From an optimization exercise on the open Yosys and OpenROAD flow, aimed at small area; shortcuts taken in it are not production practice.
Function was checked by simulation only, so behaviour that the tests miss may differ from the original.

<file path="flow/config.mk">
export PLATFORM = sky130hd
export DESIGN_NAME = mac
export DESIGN_NICKNAME = mac
export VERILOG_FILES = /design/flow/design.v
export SDC_FILE = /design/flow/constraint.sdc
export NUM_CORES = 4
export LEC_CHECK = 0
export CAP_MARGIN = 20
export CORE_MARGIN = 2
export CORE_UTILIZATION = 40
export SLEW_MARGIN = 20
</file>
<file path="flow/constraint.sdc">
create_clock -name core_clock -period 13.0 [get_ports {clk}]
set_input_delay 2.6000 -clock core_clock [delete_from_list [all_inputs] [get_ports {clk}]]
set_output_delay 2.6000 -clock core_clock [all_outputs]
set_load 0.01 [all_outputs]
</file>
<file path="flow/design.v">
module dline #(parameter W = 32, parameter N = 1) (clk, d, q);
  input          clk;
  input  [W-1:0] d;
  output [W-1:0] q;
  reg [W-1:0] r [0:N-1];
  integer i;
  always @(posedge clk) begin
    r[0] <= d;
    for (i = 1; i < N; i = i + 1)
      r[i] <= r[i-1];
  end
  assign q = r[N-1];
endmodule
module lzc24(x, n);
  input  [23:0] x;
  output reg [4:0] n;
  integer i;
  always @* begin
    n = 5'd24;
    for (i = 0; i < 24; i = i + 1)
      if (x[i]) n = 5'd23 - i[4:0];
  end
endmodule
module tzc24(x, n);
  input  [23:0] x;
  output reg [4:0] n;
  integer i;
  always @* begin
    n = 5'd24;
    for (i = 23; i >= 0; i = i - 1)
      if (x[i]) n = i[4:0];
  end
endmodule
module mul(a, b, z);
  input  [31:0] a, b;
  output [31:0] z;
  wire       s    = a[31] ^ b[31];
  wire [7:0] ea   = a[30:23];
  wire [7:0] eb   = b[30:23];
  wire       anz  = |ea;
  wire       bnz  = |eb;
  wire       amax = &ea;
  wire       bmax = &eb;
  wire       amz  = ~|a[22:0];
  wire       bmz  = ~|b[22:0];
  wire       nan  = (amax & ~amz) | (bmax & ~bmz) |
                    (amax & ~bnz & bmz) | (bmax & ~anz & amz);
  wire       inf  = amax | bmax;
  wire [23:0] ma = {anz, a[22:0]};
  wire [23:0] mb = {bnz, b[22:0]};
  wire [47:0] p  = ma * mb;
  wire [4:0] la, lb, ta, tb;
  lzc24 u_la(ma, la);
  lzc24 u_lb(mb, lb);
  tzc24 u_ta(ma, ta);
  tzc24 u_tb(mb, tb);
  wire [5:0] lza = la + lb;
  wire [5:0] tz  = ta + tb;
  wire signed [9:0] zb = $signed({2'b00, ea[7:1], ea[0] | ~anz}) +
                         $signed({2'b00, eb[7:1], eb[0] | ~bnz}) - 10'sd126;
  wire signed [9:0] zm1 = zb - 10'sd1;
  wire signed [9:0] lzs = $signed({4'b0000, lza});
  wire              lim = zm1 <= lzs;            
  wire signed [9:0] l0f = lim ? zm1 : lzs;       
  wire signed [6:0] l0  = (l0f < -10'sd31) ? -7'sd31 :
                          (l0f >  10'sd31) ?  7'sd31 : l0f[6:0];
  wire [5:0]        u   = 6'd31 - l0[5:0];       
  wire [109:0] w = {31'b0, p, 31'b0} >> u;
  wire [26:0]  q = w[47:21];
  wire extra = ~q[26] & ~lim;
  wire [23:0] m  = extra ? q[25:2] : q[26:3];
  wire        g  = extra ? q[1] : q[2];
  wire        r  = extra ? q[0] : q[1];
  wire signed [7:0] lowlim = 8'sd21 - {l0[6], l0};
  wire        st0 = ~lowlim[7] & ($signed({2'b00, tz}) < lowlim);
  wire        st = st0 | (~extra & q[0]);
  wire        up = g & (r | st | m[0]);
  wire [24:0] mr = {1'b0, m} + {24'b0, up};
  wire [23:0] mant = {mr[24] | mr[23], mr[22:0]};
  wire signed [9:0] e = zb - {{3{l0[6]}}, l0} - {9'b0, extra} + {9'b0, mr[24]};
  wire ovf = e > 10'sd254;
  assign z = nan         ? {s, 9'h1ff, 22'b0} :
             (inf | ovf) ? {s, 8'hff, 23'b0} :
                           {s, mant[23] ? e[7:0] : 8'h00, mant[22:0]};
endmodule
module add(x, y, z);
  input  [31:0] x, y;
  output [31:0] z;
  wire       sx   = x[31];
  wire       sy   = y[31];
  wire       xmax = &x[30:23];
  wire       ymax = &y[30:23];
  wire       xmz  = ~|x[22:0];
  wire       ymz  = ~|y[22:0];
  wire       xn   = xmax & ~xmz;
  wire       yn   = ymax & ~ymz;
  wire       xi   = xmax & xmz;
  wire       yi   = ymax & ymz;
  wire [32:0] kx = xmax ? {10'b0000000001, x[22:0]} : {x[30:0], 2'b00};
  wire [32:0] ky = ymax ? {10'b0000000001, y[22:0]} : {y[30:0], 2'b00};
  wire xgt = kx > ky;
  wire tie = kx == ky;
  wire sdp = tie ? (sx & sy) : (xgt ? sx : sy);
  wire sgn = (xi & yi)  ? sy :
             (xi & ~yn) ? sx :
             (yi & ~xn) ? sy : sdp;
  wire nan = xn | yn | (xi & yi & (sx ^ sy));
  wire inf = xi | yi;
  wire [30:0] bg = xgt ? x[30:0] : y[30:0];
  wire [30:0] sm = xgt ? y[30:0] : x[30:0];
  wire        bnz = |bg[30:23];
  wire        snz = |sm[30:23];
  wire [7:0]  eb  = {bg[30:24], bg[23] | ~bnz};
  wire [7:0]  es  = {sm[30:24], sm[23] | ~snz};
  wire [23:0] mb  = {bnz, bg[22:0]};
  wire [23:0] ms  = {snz, sm[22:0]};
  wire [7:0]  d   = eb - es;
  wire [4:0]  dd  = (d > 8'd31) ? 5'd31 : d[4:0];
  wire [26:0] sx3 = {ms, 3'b000};
  wire [26:0] sa  = sx3 >> dd;
  wire [26:0] lost = sx3 & ~({27{1'b1}} << dd);
  wire        stk = |lost;
  wire [27:0] bgx = {1'b0, mb, 3'b000};
  wire [27:0] smx = {1'b0, sa[26:1], sa[0] | stk};
  wire [27:0] sum = (sx ^ sy) ? bgx - smx : bgx + smx;
  reg [4:0] lz;
  integer i;
  always @* begin
    lz = 5'd28;
    for (i = 0; i < 28; i = i + 1)
      if (sum[i]) lz = 5'd27 - i[4:0];
  end
  wire [4:0]  sh  = ({3'b000, lz} <= eb) ? lz : eb[4:0];
  wire [27:0] sn  = sum << sh;
  wire [23:0] m   = sn[27:4];
  wire        g   = sn[3];
  wire        r   = sn[2];
  wire        st  = sn[1] | sn[0];
  wire        up  = g & (r | st | m[0]);
  wire [24:0] mr  = {1'b0, m} + {24'b0, up};
  wire [23:0] mant = {mr[24] | mr[23], mr[22:0]};
  wire [9:0]  e   = {2'b00, eb} + 10'd1 - {5'b0, sh} + {9'b0, mr[24]};
  wire        ovf = e > 10'd254;
  assign z = nan         ? {sgn, 9'h1ff, 22'b0} :
             (inf | ovf) ? {sgn, 8'hff, 23'b0} :
                           {sgn, mant[23] ? e[7:0] : 8'h00, mant[22:0]};
endmodule
module mac(clk, a, b, c, op, z);
  input         clk;
  input  [31:0] a;
  input  [31:0] b;
  input  [31:0] c;
  input         op;
  output [31:0] z;
  reg  [31:0] c1, c2, p2;
  wire [31:0] pm, s;
  mul u_mul(a, b, pm);
  always @(posedge clk) begin
    c1 <= {~op ^ c[31], c[30:0]};
    c2 <= c1;
    p2 <= pm;
  end
  add u_add(p2, c2, s);
  dline #(32, 15) u_dl(clk, s, z);
endmodule
</file>
<file path="flow/run.sh">
#!/bin/bash
# synth_recipe.tcl (not shown) runs the flow's synth.tcl, then flattens the netlist and writes it again
# the make line also repeats each setting of config.mk as NAME=value (left out here)
make -C /OpenROAD-flow-scripts/flow DESIGN_CONFIG=/design/flow/config.mk WORK_HOME=/design/flow/orfs CLKGATE_MAP_FILE= SYNTH_SCRIPT=/design/flow/synth_recipe.tcl finish
</file>
==> run notes <==
[flip-flops by register name, indices dropped and copies added (netlist names)]
name    flops
u_dl.r    480
c1         32
c2         32
p2         32
[stage by stage]
| stage | utilization | instance area (um2) | worst slack, ns |
|---|---|---|---|
| 2_1_floorplan | - | 51700 | -3.42 |
| 3_3_place_gp | 0.519 | 65000 | -3.60 |
| 3_5_place_dp | 0.519 | 65000 | -4.00 |
| 4_1_cts | 0.541 | 67800 | -3.32 |
| 5_1_grt | 0.558 | 69800 | -4.26 |
| 6_report | 0.558 | 69800 | -3.47 |
[routing by layer]
| metal | part of all wire | vias to the layer above |
|---|---|---|
| li1 | - | 22800 |
| met1 | 0.45 | 23300 |
| met2 | 0.46 | 1586 |
| met3 | 0.063 | 297 |
| met4 | 0.034 | 4 |
| met5 | 0.00015 | - |
[cells by family (layout without fill, tap and decap cells)]
group	Yosys count	in the layout
AOI/OAI and AO/OA	1151	1152
xor gates and xnor gates	129	129
adders and majority gates	833	833
buffers and inverters	975	2507
DFF	576	576
muxes	222	222
other	0	2
and+or+nand+nor	1948	1949
[worst max-delay path: cells and delay by family, from the launching register on]
kind / cells / cell delay, ns
flip-flops: 1 / 0.33
buffers and inverters: 20 / 2.54
AND/OR/NAND/NOR: 27 / 5.47
multiplexers: 3 / 0.55
AO/OA/AOI/OAI: 34 / 5.17
XOR/XNOR: 2 / 0.29
adder cells (fa/ha/maj): 8 / 1.98
[worst paths after layout]
check                      start                        to  cells after the start
setup / recovery  c2[23]$_DFF_P_  u_dl.r[0][25]$_SDFF_PP1_                     94
setup reg to reg  c2[23]$_DFF_P_  u_dl.r[0][25]$_SDFF_PP1_                     94
hold reg to reg   c1[30]$_DFF_P_            c2[30]$_DFF_P_                      0
hold / removal    c1[30]$_DFF_P_            c2[30]$_DFF_P_                      0
[repair_timing]
action,CTS,global route
endpoints found under the hold margin,0,0
setup buffers,44,87
pin swaps,57,144
resized for setup,115,303
hold buffers,0,0
endpoints found under the setup margin,62,62
cloned,5,9
[placed cells by master, fill, tap and decap left out, types with 25 or more instances in the layout]
cell type	synthesis	routed
buf_4	3	1511
nand2_1	746	725
inv_1	636	628
dfxtp_1	576	565
fa_1	490	462
nor2_1	398	378
ha_1	341	306
and2_1	223	220
a21oi_1	247	203
o21ai_0	182	145
mux2i_1	146	135
nand3_1	102	97
clkdlybuf4s50_1	0	93
nor3_1	105	90
xnor2_1	88	83
buf_12	0	72
a211oi_1	85	65
clkbuf_16	0	59
o211ai_1	58	58
a21o_1	56	56
mux2_2	64	56
nand4_1	54	54
a31oi_1	55	48
or3_1	47	44
a21oi_2	2	43
nor2b_1	44	43
nand2b_1	42	40
buf_6	9	40
nor4_1	49	39
and3_1	40	38
o21bai_1	40	37
xor2_1	39	37
o31ai_1	42	37
dlymetal6s2s_1	0	36
o21a_1	36	35
a211o_1	30	30
fa_2	0	28
ha_4	0	28
o21ai_1	9	27
o22ai_1	26	25
[cell type report]
class	count	area, um2
Antenna cell	2	5.00
Clock buffer	66	1410
Clock inverter	27	368
Fill cell	11300	55400
Inverter	645	2430
Multi-Input combinational cell	4285	37000
Sequential cell	576	11500
Tap cell	1650	2060
Timing Repair Buffer	1769	15000
==> flow_summary.yaml <==
status:
  status: "finished with violations"
  so.violations: "negative setup slack"
synth:
  synth_top_family_by_area: "adder cells"
  synthAdderAreaFrac: 0.280
  synth_compound_area_frac: 0.159
  synth-edff-count: 0
  synth_top_cell_area_share: 0.229
  syn_area_per_cell_um2: 8.63
  synth.mux.area_fraction: 0.0486
  synth_cells: 5834
  synth-seq-cells: 576
  synthArstFlopShare: 0
  synth.area.top_cells: "dfxtp_1 23%, fa_1 19%, ha_1 8.5%"
  synth-simple-area-share: 0.185
  seq_area_frac_synth: 0.229
  yosys_warnings: 6
  synth.most_common_cell: "nand2_1"
  ys.flop_type: "dfxtp_1"
  synth_cell_types: 115
  syn-cell-area_um2: 50400
  yosysTopAreaCell: "dfxtp_1"
  synthXorXnorAreaFrac: 0.0230
  syn-num-nets: 6763
  yosys-top-cells-count: "746 x nand2_1, 636 x inv_1, 576 x dfxtp_1"
global_routing:
  grt_max_degree: 61
  met3_usage: 0.0323
  grt_pass1_vias: 48000
  track_usage: 0.269
  use_met2: 0.439
  grt_busiest_layer: "met2"
  grt_remaining_overflow: 0
  antenna_found_initial: 3
  grt_pass1_wl_mm: 274
  met1_usage: 0.374
timing:
  setup_viol: 62
  setup_tns_ns: -138.94
  period_minus_slack_ns: 16.47
  tightestPinTransition_ns: 1.19
  holdWs_ns: 0.311
  fin_crit_sh: 1.27
  finalHoldViolations: 0
  clock_skew_ns: 0.0328
  rsz0062_at_grt: "true"
  fin_ws_ns: -3.47
  fmax_mhz: 60.7
  drv_slew: 0
  max_slew_margin: 0.201
routing:
  first_pass_iters: 7
  drc_errors: 0
  viasPerCell: 5.33
  ant_nets: 0
  wl_mm: 178
  num_vias: 48100
  drtIter0Drc: 3565
  routedWlPerCell_um: 19.8
floorplan:
  die_area_um2: 129000
  die_y_um: 359
  core_um2: 125000
  pin_count: 130
  die_w_um: 359
  core.rowCount: 130
  start_util: 0.402
critical_path:
  cp.required_ns: 13.48
  path_common_cell: "buf_4"
  arrival_ns: 16.95
  cp_slowest_cell: "or4b_4"
  max_stage_delay_ns: 0.49
  critPathMaxFanout: 10
  r2r_slack_ns: -3.47
  path_class: "register to register"
  setup.worst_path.end_class: "register"
  setup.worst_path.start_class: "register"
clocking:
  clk_pin_slew_ns: 0.07
  cts_tree: "built"
  root_buffer: "clkbuf_16"
  clk_path_buf_depth: 3
  h-tree-depth: 2
  numCtsBuffers: 50
  clock_sinks: 576
  clk_latency_ns: 0.63
final_layout:
  instances_no_fill: 9020
  drive_above_1_share: 0.300
  fin_nets: 8256
  syn2layout_area_growth_pct: 38.7
worst_hold_path:
  min_path_type: "register to register"
placed_design:
  dp_hpwl_mm: 146
  gp_congestion: 0.953
  io_buffers: 129
  place_inst: 8785
run:
  max_cap_violations: 0

re-timing with driven ports:
The results above use ideal ports. As a check the final layout listed here was re-extracted and re-timed, cells and wires unchanged. Step 1 sets driving cells, clkbuf_16 on the clock port and buf_2 on the other inputs (assumed; they add their load-dependent delay and slew). Step 2 adds t to the input delays and takes it off the output delays; t is the mean of the earliest and latest rising clock arrival at the registers after step 1. Input paths then give back, and output paths get back, about the clock's delay inside the block. a / b / c = ideal / step 1 / step 2; a / b = the first two.
t, ns: 0.683
setup slack, ns: -3.469 / -3.469 / -3.469
worst hold slack (ns): 0.311 / 0.311 / 0.311
For this run, drivers alone change the setup slack by 0.000 ns; drivers and shift together by 0.000 ns.
